From an optimization exercise on the open Yosys and OpenROAD flow, aimed at small area, a short achievable clock period and few clock cycles; shortcuts taken in it are not production practice. RTL that was checked went through simulation tests only; none was proved equivalent to the original.

== run D ==
clock: 13.5 ns
lec_check: 0
cap_margin: 20
core_margin: 2
core_utilization: 40
cts_buf_list: sky130_fd_sc_hd__clkbuf_2 sky130_fd_sc_hd__clkbuf_4 sky130_fd_sc_hd__clkbuf_8
cts_cluster_size: 30
setup_slack_margin: 1.5
slew_margin: 20
synth_hierarchical: 1
synth_minimum_keep_size: 0
standard.sh (not shown) runs the stock make flow with config.mk's settings and CLKGATE_MAP_FILE= SYNTH_SCRIPT=/design/flow/synth_recipe.tcl, a recipe that flattens the netlist after the stock synthesis.
==> flow/flow/run.sh <==
#!/bin/bash
# Standard layout, with the port buffers made from sky130_fd_sc_hd__buf_2 cells instead of
# the delay cells the flow picks by default.  make's output goes to
# standard.log; each tool's own log is under orfs/logs/.
set -euo pipefail
export BUFFER_PORTS_ARGS="-buffer_cell sky130_fd_sc_hd__buf_2"
bash standard.sh > standard.log 2>&1
Testbench counts of run D, summed over its fixed seeds: cycles 2,112.
The inputs of run A differ from those of run D as listed below.
--- a/flow/design.v
+++ b/flow/design.v
@@ -29,12 +29,22 @@
 module O21AI (input a, input b, input c, output y);
 assign y = ~((a | b) & c);
 endmodule
 module OR2 (input a, input b, output y);
 assign y = a | b;
 endmodule
+module HISEL #(parameter W = 13) (
+  input  [W-1:0] a,
+  input          op3,
+  input          keep,
+  output [W-1:0] h1,
+  output [W-1:0] h0
+);
+assign h1 = op3 ? a + 1'b1 : a & {W{keep}};
+assign h0 = a & {W{keep | op3}};
+endmodule
 module Bitblade (
   input         sel8,    
   input         op3,     
   input  [31:0] in_a,
   input  [31:0] in_b,
   input  [31:0] acc,     
Notes after the runs:
Delta (run A minus run D): adder-cell area share of the yosys netlist rose by 0.20 points, fmax barely changed, global routing usage on met2 now smaller.
Run A ended up with cmd_payload_inputs_1[29] as its critical path launch point; run D ended up with cmd_payload_inputs_0[12].
Run A vs. run D: count of multi-input gates flat; synthesized area per cell flat.
Setup WNS run D -> run A: worse
Only the layout flow was run in run A; the RTL was not checked for function there.

========
Cfu again, from the RTL that the note above started with.
==> flow/config.mk <==
export PLATFORM = sky130hd
export DESIGN_NAME = Cfu
export DESIGN_NICKNAME = Cfu
export VERILOG_FILES = /design/flow/design.v
export SDC_FILE = /design/flow/constraint.sdc
export NUM_CORES = 4
export LEC_CHECK = 0
export CAP_MARGIN = 20
export CORE_MARGIN = 2
export CORE_UTILIZATION = 40
export SETUP_SLACK_MARGIN = 1.5
export SLEW_MARGIN = 20
export SYNTH_HIERARCHICAL = 1
export SYNTH_MINIMUM_KEEP_SIZE = 0
==> flow/constraint.sdc <==
create_clock -name core_clock -period 13.5 [get_ports {clk}]
set_input_delay 2.7000 -clock core_clock [delete_from_list [all_inputs] [get_ports {clk}]]
set_output_delay 2.7000 -clock core_clock [all_outputs]
set_load 0.01 [all_outputs]
Scripts as last shown in full above: flow/flow/run.sh
Testbench counts at the start, summed over its fixed seeds: cycles 2,112.
==> next run, changes <==
--- a/flow/design.v
+++ b/flow/design.v
@@ -31,8 +31,18 @@
 endmodule
 module OR2 (input a, input b, output y);
 assign y = a | b;
 endmodule
+module HISEL #(parameter W = 13) (
+  input  [W-1:0] a,
+  input          op3,
+  input          keep,
+  output [W-1:0] h1,
+  output [W-1:0] h0
+);
+assign h1 = op3 ? a + 1'b1 : a & {W{keep}};
+assign h0 = a & {W{keep | op3}};
+endmodule
 module Bitblade (
   input         sel8,    
   input         op3,     
   input  [31:0] in_a,
The new run passed the timing, design-rule and antenna checks.
Worst hold slack stays flat.
Worst setup slack degrades by 29 ps.
Design area stays flat.
Global-route usage climbs by 0.34 points.
Clock-buffer cell count stays the same.
Wire length hardly moves.
Register-to-register slack gains 440 ps.
Non-clock buffer count came out lower by 2.
Maximum frequency is about the same.
Synthesized cell count barely changes.
Die area drops by about 0.37%.
Final cell count hardly moves.
Critical path depth is lower by 1.
The RTL of the second run of this note was laid out without a check of its function.

========
== job 7755 ==
Another version of the RTL of Cfu (not shown whole).
Size in the first run: roughly 1100 cells after synthesis, about 110 I/O pins, about 10000 um^2 of cells after synthesis.
export LEC_CHECK = 0
export CAP_MARGIN = 20
export CORE_MARGIN = 2
export CORE_UTILIZATION = 40
export SETUP_SLACK_MARGIN = 1.5
export SLEW_MARGIN = 20
export SYNTH_HIERARCHICAL = 1
export SYNTH_MINIMUM_KEEP_SIZE = 0
create_clock -name core_clock -period 13.5 [get_ports {clk}]
Scripts as last shown in full above: flow/flow/run.sh
Setup changes, job 7755 to job 6082
diff --git a/flow/design.v b/flow/design.v
--- a/flow/design.v
+++ b/flow/design.v
@@ -28,25 +28,23 @@
 endmodule
 module O21AI (input a, input b, input c, output y);
 assign y = ~((a | b) & c);
 endmodule
 module OR2 (input a, input b, output y);
 assign y = a | b;
 endmodule
-module HAP (
-  input  a,
-  input  b,
-  output s,
-  output co
+module HISEL #(parameter W = 13) (
+  input  [W-1:0] a,
+  input          op3,
+  input          keep,
+  output [W-1:0] h1,
+  output [W-1:0] h0
 );
-assign s  = a ^ b;
-assign co = a & b;
-endmodule
-module MUX2 (input a, input b, input c, output y);
-assign y = c ? a : b;
+assign h1 = op3 ? a + 1'b1 : a & {W{keep}};
+assign h0 = a & {W{keep | op3}};
 endmodule
 module Bitblade (
   input         sel8,    
   input         op3,     
   input  [31:0] in_a,
   input  [31:0] in_b,
   input  [31:0] acc,     
@@ -1893,48 +1891,17 @@
 wire k1046;
 XOR2 u1046 (.a(k931), .b(k1026), .y(k1046));
 wire ck1047;
 assign ck1047 = k1027;
 wire [18:0] lo = {k1046, k1045, k1044, k1043, k1042, k1041, k1040, k1039, k1038, k1037, k1036, k1035, k1034, k1033, k1032, k1031, k1030, k1029, S1028};
 wire [12:0] inc = acc[31:19] + 1'b1;
 wire [31:0] sum = {ck1047 ? inc : acc[31:19], lo};
-wire [12:0] hi1 = op3 ? inc : acc[31:19] & {13{keep}};
-wire [12:0] hi0 = acc[31:19] & {13{keep | op3}};
-wire k1048;
-O21AI u1048 (.a(k1017), .b(k1001), .c(k1016), .y(k1048));
-wire k1049;
-O21AI u1049 (.a(k1017), .b(k1001), .c(k1016), .y(k1049));
-wire k1050;
-MUX2 u1050 (.a(hi1[0]), .b(hi0[0]), .c(k1027), .y(k1050));
-wire k1051;
-MUX2 u1051 (.a(hi1[1]), .b(hi0[1]), .c(k1027), .y(k1051));
-wire k1052;
-MUX2 u1052 (.a(hi1[2]), .b(hi0[2]), .c(k1027), .y(k1052));
-wire k1053;
-MUX2 u1053 (.a(hi1[3]), .b(hi0[3]), .c(k1027), .y(k1053));
-wire k1054;
-MUX2 u1054 (.a(hi1[4]), .b(hi0[4]), .c(k1027), .y(k1054));
-wire k1055;
-MUX2 u1055 (.a(hi1[5]), .b(hi0[5]), .c(k1048), .y(k1055));
-wire k1056;
-MUX2 u1056 (.a(hi1[6]), .b(hi0[6]), .c(k1048), .y(k1056));
-wire k1057;
-MUX2 u1057 (.a(hi1[7]), .b(hi0[7]), .c(k1048), .y(k1057));
-wire k1058;
-MUX2 u1058 (.a(hi1[8]), .b(hi0[8]), .c(k1048), .y(k1058));
-wire k1059;
-MUX2 u1059 (.a(hi1[9]), .b(hi0[9]), .c(k1049), .y(k1059));
-wire k1060;
-MUX2 u1060 (.a(hi1[10]), .b(hi0[10]), .c(k1049), .y(k1060));
-wire k1061;
-MUX2 u1061 (.a(hi1[11]), .b(hi0[11]), .c(k1049), .y(k1061));
-wire k1062;
-MUX2 u1062 (.a(hi1[12]), .b(hi0[12]), .c(k1049), .y(k1062));
-wire [12:0] hi = {k1062, k1061, k1060, k1059, k1058, k1057, k1056, k1055, k1054, k1053, k1052, k1051, k1050};
-wire [31:0] rspv = {hi, lo & {19{op3}} | acc[18:0] & {19{keep}}};
+wire [12:0] hi1, hi0;
+HISEL #(.W(13)) uhi (.a(acc[31:19]), .op3(op3), .keep(keep), .h1(hi1), .h0(hi0));
+wire [31:0] rspv = {ck1047 ? hi1 : hi0, lo & {19{op3}} | acc[18:0] & {19{keep}}};
 assign psum = sum[10:0];
 assign rsp = rspv;
 endmodule
 module Cfu (
   input               cmd_valid,
   output              cmd_ready,
   input      [9:0]    cmd_payload_function_id,
==> comparison <==
- Final wirelength ends up higher on job 6082.
- Looking at job 6082 and job 7755, the via count is a wash.
- Per the comparison of job 6082 with job 7755, met1 layer usage reported by global route decreased by 0.51 points relative to the old numbers; largest fanout of any net on the critical path increased by 5 relative to the old numbers.
- The worst hold slack of job 7755 and that of job 6082 are within noise of each other.
- Going from job 7755 to job 6082, sequential share of layout area about even; core occupancy in the finished layout roughly the same; effective utilization at floorplan -0.34 points; count of cells along the worst register-to-register path lost 1; fraction of met3 tracks used by global routing increased by 1.0 points relative to the old numbers.
- In the metrics for job 6082 and job 7755, the one carrying the lower routed length on met2 is job 7755.
- Across both runs, post-place instance area was lower for job 6082 than for job 7755.
No run of this note included a check of the RTL's function; only the layout flow was run.

========
## the previous run
Cfu, a different RTL version from the one above (not shown whole).
For scale: ~1000 cells after synthesis, ~46 flip-flops, ~110 I/O pins, about 10000 sq um of cells after synthesis.
export LEC_CHECK = 0
export CAP_MARGIN = 20
export CORE_MARGIN = 2
export CORE_UTILIZATION = 40
export SETUP_SLACK_MARGIN = 1.5
export SLEW_MARGIN = 20
export SYNTH_HIERARCHICAL = 1
export SYNTH_MINIMUM_KEEP_SIZE = 0
create_clock -name core_clock -period 13.5 [get_ports {clk}]
Scripts as last shown in full above: flow/flow/run.sh
Testbench counts of the previous run, summed over its fixed seeds: cycles 2,112.
#### Input delta (the current run over the previous run)
--- a/flow/design.v
+++ b/flow/design.v
@@ -25,20 +25,23 @@
 endmodule
 module A21OI (input a, input b, input c, output y);
 assign y = ~(a & b | c);
 endmodule
 module O21AI (input a, input b, input c, output y);
 assign y = ~((a | b) & c);
 endmodule
 module OR2 (input a, input b, output y);
 assign y = a | b;
 endmodule
+module INCR #(parameter W = 13) (input [W-1:0] a, output [W-1:0] y);
+assign y = a + 1'b1;
+endmodule
 module Bitblade (
   input         sel8,    
   input         op3,     
   input  [31:0] in_a,
   input  [31:0] in_b,
   input  [31:0] acc,     
   input         ldu,     
   input  [10:0] p_g,     
   input         keep,    
   output [10:0] psum,    
@@ -1876,23 +1879,26 @@
 XOR2 u1043 (.a(k922), .b(k1023), .y(k1043));
 wire k1044;
 XOR2 u1044 (.a(k925), .b(k1024), .y(k1044));
 wire k1045;
 XOR2 u1045 (.a(k928), .b(k1025), .y(k1045));
 wire k1046;
 XOR2 u1046 (.a(k931), .b(k1026), .y(k1046));
 wire ck1047;
 assign ck1047 = k1027;
 wire [18:0] lo = {k1046, k1045, k1044, k1043, k1042, k1041, k1040, k1039, k1038, k1037, k1036, k1035, k1034, k1033, k1032, k1031, k1030, k1029, S1028};
-wire [12:0] inc = acc[31:19] + 1'b1;
+wire [12:0] inc;
+INCR #(.W(13)) uinc (.a(acc[31:19]), .y(inc));
 wire [31:0] sum = {ck1047 ? inc : acc[31:19], lo};
-wire [31:0] rspv = {(op3 & ck1047) ? inc : acc[31:19] & {13{keep | op3}}, lo & {19{op3}} | acc[18:0] & {19{keep}}};
+wire [12:0] hi1 = op3 ? inc : acc[31:19] & {13{keep}};
+wire [12:0] hi0 = acc[31:19] & {13{keep | op3}};
+wire [31:0] rspv = {ck1047 ? hi1 : hi0, lo & {19{op3}} | acc[18:0] & {19{keep}}};
 assign psum = sum[10:0];
 assign rsp = rspv;
 endmodule
 module Cfu (
   input               cmd_valid,
   output              cmd_ready,
   input      [9:0]    cmd_payload_function_id,
   input      [31:0]   cmd_payload_inputs_0,
   input      [31:0]   cmd_payload_inputs_1,
   output              rsp_valid,
==> comparison <==
Lower cell count along the critical path was reported by the current run, not the previous run. Layout buffer count excluding clock buffers: the current run higher than the previous run. Compared with the previous run, the current run shows global-route wire length before repair lower by about 0.7%. In the flow results for the current run and the previous run, the gate count of the mapped netlist is larger on the current run. Summary — final standard cell count with taps included and fillers excluded, the current run relative to the previous run: higher, by 19.
The RTL of the current run was laid out without a check of its function.

## re-timing with driven ports
Ports are ideal in the flow. The routed layouts listed here were re-timed in OpenROAD.
Step 1 sets driving cells, clkbuf_16 on the clock port and buf_2 on the other inputs (assumed; they add their load-dependent delay and slew).
Step 2 adds t to the input delays and takes it off the output delays; t is the mean of the earliest and latest rising clock arrival at the registers after step 1. Input paths then give back, and output paths get back, about the clock's delay inside the block.
a / b / c = ideal / step 1 / step 2; a / b = the first two.
run	t, ns	setup WS [ns]	worst hold slack (ns)	clock arrival spread, ns
run D	0.325	1.897 / 1.872 / 1.872	0.455 / 0.455 / 0.455	0.012 / 0.013
run A	0.331	1.868 / 1.844 / 1.844	0.457 / 0.457 / 0.457	0.011 / 0.011
the first run of note 2	0.317	1.896 / 1.874 / 1.874	0.451 / 0.451 / 0.451	0.009 / 0.009
the second run of note 2	0.319	1.867 / 1.843 / 1.843	0.453 / 0.453 / 0.453	0.010 / 0.010
job 7755	0.321	1.947 / 1.926 / 1.926	0.471 / 0.471 / 0.471	0.012 / 0.012
job 6082	0.329	2.115 / 2.094 / 2.094	0.471 / 0.471 / 0.471	0.013 / 0.012
the previous run	0.320	1.862 / 1.842 / 1.842	0.453 / 0.453 / 0.453	0.008 / 0.009
the current run	0.322	1.881 / 1.860 / 1.860	0.468 / 0.468 / 0.468	0.010 / 0.010
After both steps setup and hold are still met in every run listed. For run D, which loses most, drivers alone change the setup slack by -0.025 ns; drivers and shift together by -0.025 ns.
